Background: an optimization exercise with open tools, aiming at small area, a short achievable clock period and few clock cycles. Do not read the settings as production practice. Where RTL was checked, it was by simulation tests only, not by an equivalence proof against the original. The flow treats the clock pin as an ideal source. Dropping or thinning the clock tree relies on that and would not hold on a real chip. Power is estimated from default activity; no workload was simulated.

==> module linear_layer_with_mem, before the edit <==
module linear_layer_with_mem #(
    parameter DATA_WIDTH    = 8,
    parameter W_WIDTH       = 8,
    parameter ACC_WIDTH     = 32,
    parameter ADDR_WIDTH    = 8,
    parameter DATABUS_WIDTH = 32,
    parameter N = 8,
    parameter M = 8
)(
    input  wire clk,
    input  wire rst,
    input  wire start,
    input  wire [ADDR_WIDTH-1:0] activ_base,
    input  wire [ADDR_WIDTH-1:0] weight_base,
    input  wire [ADDR_WIDTH-1:0] bias_base,
    input  wire [ADDR_WIDTH-1:0] output_base,
    output reg mem_w,
    output reg mem_sel,
    output reg done,
    output reg out_valid,
    output wire [ADDR_WIDTH-1:0]    address_bus,
    input  wire [DATABUS_WIDTH-1:0] data_bus_in,
    output wire [DATABUS_WIDTH-1:0] data_bus_out,
    input  wire                     ready
);
    localparam PH_IDLE = 3'b100, PH_ACT = 3'b000, PH_BIAS = 3'b001,
               PH_WGT = 3'b010, PH_OUT = 3'b011, PH_DONE = 3'b111;
    reg [2:0] phase;
    reg [2:0] i, j;        
    reg [3:0] st;          
    wire      busy = |st;
    reg       rdy_q, rdy_qq, rdy_q3;   
    reg [7:0]  act [0:7];
    reg [8:0]  wq;         
    reg [15:0] bl;         
    reg        pneg;       
    wire       psgn = bl[15];   
    reg [31:0] r;
    reg [7:0]  address;
    assign address_bus  = address;
    assign data_bus_out = r;
    wire xfer = mem_sel & ready;
    wire [2:0] trip = wq[2:0];
    wire [7:0] a = act[0];
    wire s_neg = trip[2] & ~(trip[1] & trip[0]);
    wire s_one = trip[1] ^ trip[0];
    wire s_two = (trip[2] & ~trip[1] & ~trip[0]) | (~trip[2] & trip[1] & trip[0]);
    wire [9:0] ppx = (({10{s_one}} & {{2{a[7]}}, a}) |
                      ({10{s_two}} & {a[7], a, 1'b0})) ^ {10{s_neg}};
    reg  [15:0] bsh;
    always @* begin
        bsh = ({16{st[0]}} & {{6{ppx[9]}}, ppx}) |
              ({16{st[1]}} & {{4{ppx[9]}}, ppx, {2{s_neg}}}) |
              ({16{st[2]}} & {{2{ppx[9]}}, ppx, {4{s_neg}}}) |
              ({16{st[3]}} & {ppx, {6{s_neg}}});
    end
    wire [15:0] bl_n   = busy ? bsh : 16'd0;
    wire        pneg_n = busy & s_neg;
    wire [15:0] lsum;
    wire        c16;
    llwm_add16 u_add (.a(r[15:0]), .b(bl), .ci(pneg), .s(lsum), .co(c16));
    wire [15:0] hpm;
    llwm_hi u_hi (.h(r[31:16]), .sgn(psgn), .o(hpm));
    wire [31:0] sum = {r[31:16] ^ (hpm & {16{c16 ^ psgn}}), lsum};
    reg [7:0] nbase;
    always @* begin
        case (phase[1:0])
            2'd0: nbase = activ_base;
            2'd1: nbase = bias_base;
            2'd2: nbase = weight_base;
            default: nbase = output_base;
        endcase
    end
    wire [5:0] off  = {i & {3{phase[1] & ~phase[0]}}, j | (i & {3{phase[0]}})};
    wire [5:0] offg = off & {6{rdy_q3}};
    wire [7:0] addr_n = (phase[2] | rdy_qq) ? nbase : address + {2'd0, offg};
    wire last_w = (phase == PH_WGT) & (j == 3'd7);
    always @(posedge clk or posedge rst) begin
        if (rst) begin
            phase <= PH_IDLE;
            i <= 0; j <= 0; st <= 0;
            rdy_q <= 0; rdy_qq <= 0; rdy_q3 <= 0;
            mem_sel <= 0; mem_w <= 0;
            done <= 0; out_valid <= 0;
        end else begin
            rdy_q <= xfer;
            rdy_qq <= rdy_q;
            rdy_q3 <= rdy_qq;
            out_valid <= mem_w & (xfer | rdy_q);
            mem_w <= (phase == PH_OUT);
            st <= {st[2:0], xfer & (phase == PH_WGT)};
            if (xfer && phase == PH_OUT && i == 3'd7) done <= 1;
            if (phase == PH_IDLE)
                mem_sel <= start;
            else if (phase != PH_DONE && !done)
                mem_sel <= ~xfer & ~(rdy_q & last_w) & ~(rdy_qq & (phase == PH_OUT));
            else
                mem_sel <= 0;
            case (phase)
                PH_IDLE: if (start) phase <= PH_ACT;
                PH_DONE: ;
                default: if (rdy_q) begin
                    case (phase)
                        PH_ACT: begin
                            j <= j + 3'd1;
                            if (j == 3'd7) phase <= PH_BIAS;
                        end
                        PH_BIAS: phase <= PH_WGT;
                        PH_WGT: begin
                            j <= j + 3'd1;
                            if (j == 3'd7) phase <= PH_OUT;
                        end
                        default: begin
                            i <= i + 3'd1;
                            phase <= (i == 3'd7) ? PH_DONE : PH_BIAS;
                        end
                    endcase
                end
            endcase
        end
    end
    wire rot = st[3];
    wire act_ph = (phase == PH_ACT);
    wire act_last = rdy_q & (j == 3'd7);
    integer n;
    always @(posedge clk) begin
        address <= addr_n;
        wq <= busy ? {2'b00, wq[8:2]} : {data_bus_in[7:0], 1'b0};
        bl <= bl_n;
        pneg <= pneg_n;
        if (act_ph && !act_last)
            act[7] <= data_bus_in[7:0];
        else if (rot)
            act[7] <= act[0];
        if ((act_ph && rdy_q && !act_last) || rot)
            for (n = 0; n < 7; n = n + 1) act[n] <= act[n+1];
        r <= (phase == PH_BIAS && !rdy_q) ? data_bus_in : sum;
    end
endmodule
clock: 11.0 ns
lec_check: 0
abc_area: 1
cap_margin: 20
core_margin: 2
core_utilization: 65
slew_margin: 20
standard.sh (not shown) runs the stock make flow with config.mk's settings and CLKGATE_MAP_FILE= SYNTH_SCRIPT=/design/flow/synth_recipe.tcl, a recipe that flattens the netlist after the stock synthesis.
==> flow/flow/run.sh <==
#!/bin/bash
# Own layout flow: the standard ORFS flow (standard.sh; the synthesis is
# the standard one, run first on its own), with
#  - the make settings listed in flow/knobs.txt (one per line, @WORK@ stands
#    for the work folder): small port buffers and timing repair aimed past the
#    clock period;
#  - the clock tree built by flow/mycts.tcl instead of TritonCTS: the clock
#    port drives a few root cells, each driving some of the leaf cells, each
#    leaf driving the flip-flops of one region; every flip-flop has the same
#    cells on its clock path (two inverters: the clock keeps its polarity).
#    Only that call in a copy of ORFS's cts.tcl is changed.
# Each tool's full output goes to its ORFS log under orfs/logs/; make's own
# output goes to flow_make_*.log in the work folder.
set -euo pipefail
args=()
while IFS= read -r line; do
  [[ -z "$line" || "$line" == \#* ]] && continue
  args+=("${line//@WORK@/$PWD}")
done < flow/knobs.txt
bash standard.sh "${args[@]}" synth > flow_make_synth.log 2>&1
rm -rf myscripts
cp -r "$FLOW_HOME/scripts" myscripts
python3 - <<'PY'
p = 'myscripts/cts.tcl'
s = open(p).read()
old = 'log_cmd clock_tree_synthesis {*}$cts_args'
assert s.count(old) == 1
s = s.replace(old, 'source $::env(MYCTS_TCL)\nmy_cts_auto')
open(p, 'w').write(s)
PY
bash standard.sh "${args[@]}" "SCRIPTS_DIR=$PWD/myscripts" "MYCTS_TCL=$PWD/flow/mycts.tcl" finish > flow_make_finish.log 2>&1
# every port keeps its own buffer
FINAL_ODB=orfs/results/$FLOW_PLATFORM/linear_layer_with_mem/base/6_final.odb openroad -no_init -exit flow/check_ports.tcl > flow_check_ports.log 2>&1
Other scripts of this flow, unchanged in this note and not shown: flow/flow/check_ports.tcl, flow/flow/knobs.txt, flow/flow/mycts.tcl
Testbench counts at the start, summed over its fixed seeds: cycles 85,824.
Next try:
--- a/flow/design.v
+++ b/flow/design.v
@@ -24,41 +24,51 @@
     input  wire                     ready
 );
     localparam PH_IDLE = 3'b100, PH_ACT = 3'b000, PH_BIAS = 3'b001,
                PH_WGT = 3'b010, PH_OUT = 3'b011, PH_DONE = 3'b111;
     reg [2:0] phase;
     reg [2:0] i, j;        
-    reg [3:0] st;          
-    wire      busy = |st;
+    reg [2:0] st;          
+    wire      busy = |st;  
     reg       rdy_q, rdy_qq, rdy_q3;   
     reg [7:0]  act [0:7];
-    reg [8:0]  wq;         
+    reg [6:0]  wq;         
     reg [15:0] bl;         
     reg        pneg;       
     wire       psgn = bl[15];   
     reg [31:0] r;
     reg [7:0]  address;
     assign address_bus  = address;
     assign data_bus_out = r;
     wire xfer = mem_sel & ready;
+    wire [7:0] a = act[0];
+    wire [9:0] ax = {{2{a[7]}}, a};
+    wire [1:0] w = data_bus_in[1:0];
+    reg  [9:0] ppx0;
+    always @* begin
+        case (w)
+            2'd0: ppx0 = 10'd0;
+            2'd1: ppx0 = ax;
+            2'd2: ppx0 = ~{ax[8:0], 1'b0};
+            default: ppx0 = ~ax;
+        endcase
+    end
     wire [2:0] trip = wq[2:0];
-    wire [7:0] a = act[0];
     wire s_neg = trip[2] & ~(trip[1] & trip[0]);
     wire s_one = trip[1] ^ trip[0];
     wire s_two = (trip[2] & ~trip[1] & ~trip[0]) | (~trip[2] & trip[1] & trip[0]);
-    wire [9:0] ppx = (({10{s_one}} & {{2{a[7]}}, a}) |
-                      ({10{s_two}} & {a[7], a, 1'b0})) ^ {10{s_neg}};
+    wire [9:0] ppx = (({10{s_one}} & ax) | ({10{s_two}} & {ax[8:0], 1'b0})) ^ {10{s_neg}};
     reg  [15:0] bsh;
     always @* begin
-        bsh = ({16{st[0]}} & {{6{ppx[9]}}, ppx}) |
-              ({16{st[1]}} & {{4{ppx[9]}}, ppx, {2{s_neg}}}) |
-              ({16{st[2]}} & {{2{ppx[9]}}, ppx, {4{s_neg}}}) |
-              ({16{st[3]}} & {ppx, {6{s_neg}}});
+        bsh = ({16{st[0]}} & {{4{ppx[9]}}, ppx, {2{s_neg}}}) |
+              ({16{st[1]}} & {{2{ppx[9]}}, ppx, {4{s_neg}}}) |
+              ({16{st[2]}} & {ppx, {6{s_neg}}});
     end
-    wire [15:0] bl_n   = busy ? bsh : 16'd0;
-    wire        pneg_n = busy & s_neg;
+    wire new_w = xfer & (phase == PH_WGT);
+    wire [15:0] bl_n   = new_w ? {{6{ppx0[9]}}, ppx0} : busy ? bsh : 16'd0;
+    wire        pneg_n = new_w ? w[1] : busy & s_neg;
     wire [15:0] lsum;
     wire        c16;
     llwm_add16 u_add (.a(r[15:0]), .b(bl), .ci(pneg), .s(lsum), .co(c16));
     wire [15:0] hpm;
     llwm_hi u_hi (.h(r[31:16]), .sgn(psgn), .o(hpm));
     wire [31:0] sum = {r[31:16] ^ (hpm & {16{c16 ^ psgn}}), lsum};
@@ -71,13 +81,12 @@
             default: nbase = output_base;
         endcase
     end
     wire [5:0] off  = {i & {3{phase[1] & ~phase[0]}}, j | (i & {3{phase[0]}})};
     wire [5:0] offg = off & {6{rdy_q3}};
     wire [7:0] addr_n = (phase[2] | rdy_qq) ? nbase : address + {2'd0, offg};
-    wire last_w = (phase == PH_WGT) & (j == 3'd7);
     always @(posedge clk or posedge rst) begin
         if (rst) begin
             phase <= PH_IDLE;
             i <= 0; j <= 0; st <= 0;
             rdy_q <= 0; rdy_qq <= 0; rdy_q3 <= 0;
             mem_sel <= 0; mem_w <= 0;
@@ -85,18 +94,18 @@
         end else begin
             rdy_q <= xfer;
             rdy_qq <= rdy_q;
             rdy_q3 <= rdy_qq;
             out_valid <= mem_w & (xfer | rdy_q);
             mem_w <= (phase == PH_OUT);
-            st <= {st[2:0], xfer & (phase == PH_WGT)};
+            st <= {st[1:0], xfer & (phase == PH_WGT)};
             if (xfer && phase == PH_OUT && i == 3'd7) done <= 1;
             if (phase == PH_IDLE)
                 mem_sel <= start;
             else if (phase != PH_DONE && !done)
-                mem_sel <= ~xfer & ~(rdy_q & last_w) & ~(rdy_qq & (phase == PH_OUT));
+                mem_sel <= ~xfer;
             else
                 mem_sel <= 0;
             case (phase)
                 PH_IDLE: if (start) phase <= PH_ACT;
                 PH_DONE: ;
                 default: if (rdy_q) begin
@@ -116,19 +125,19 @@
                         end
                     endcase
                 end
             endcase
         end
     end
-    wire rot = st[3];
+    wire rot = st[2];
     wire act_ph = (phase == PH_ACT);
     wire act_last = rdy_q & (j == 3'd7);
     integer n;
     always @(posedge clk) begin
         address <= addr_n;
-        wq <= busy ? {2'b00, wq[8:2]} : {data_bus_in[7:0], 1'b0};
+        wq <= busy ? {2'b00, wq[6:2]} : data_bus_in[7:1];
         bl <= bl_n;
         pneg <= pneg_n;
         if (act_ph && !act_last)
             act[7] <= data_bus_in[7:0];
         else if (rot)
             act[7] <= act[0];
Outcome: Combinational power is higher by 38%; worst setup slack is about the same; wire length is higher by about 6%; via count is higher by 5.5%; sequential power is lower by about 2%; die area is higher by about 1.8%; final cell count is higher by 3.9%; total power is higher by 0.90%; design area is higher by 3.7%; global-route usage is higher by 2.0 points; hold slack degrades by 0.017 ns; clock power is higher by about 3%; first-iteration DRC count is higher by about 12%; synthesized cell count is higher by 3.8%.
Function not checked in the second run of this note: the RTL went through the layout flow alone. In every run of this note, the design's own scripts or RTL, not TritonCTS, make the clock network.

-- afterwards: timing with drivers on the ports --
How much do the figures lean on ideal ports? The routed layouts below were timed once more, with nothing changed but the port constraints.
Step 1 sets driving cells, clkbuf_16 on the clock port and buf_2 on the other inputs (assumed; they add their load-dependent delay and slew).
Step 2 moves the port delays by t, midway between the first and last clock arrival at a register: inputs arrive t later, outputs are due t later. That takes back most of the time a late clock gives input paths.
a / b / c = no drivers / after step 1 / after step 2; a / b = the first two.
run | t, ns | setup WS [ns] | slew at the worst register clock pin (ns) | cell pins on the clock port's net
the first run | 0.277 | 8.073 / 7.929 / 7.957 | 0.07 / 0.08 | 4
the second run | 0.286 | 8.073 / 7.927 / 7.946 | 0.08 / 0.08 | 4
After both steps setup and hold are still met in every run listed. For the second run, which loses most, drivers alone change the setup slack by -0.146 ns; drivers and shift together by -0.127 ns.
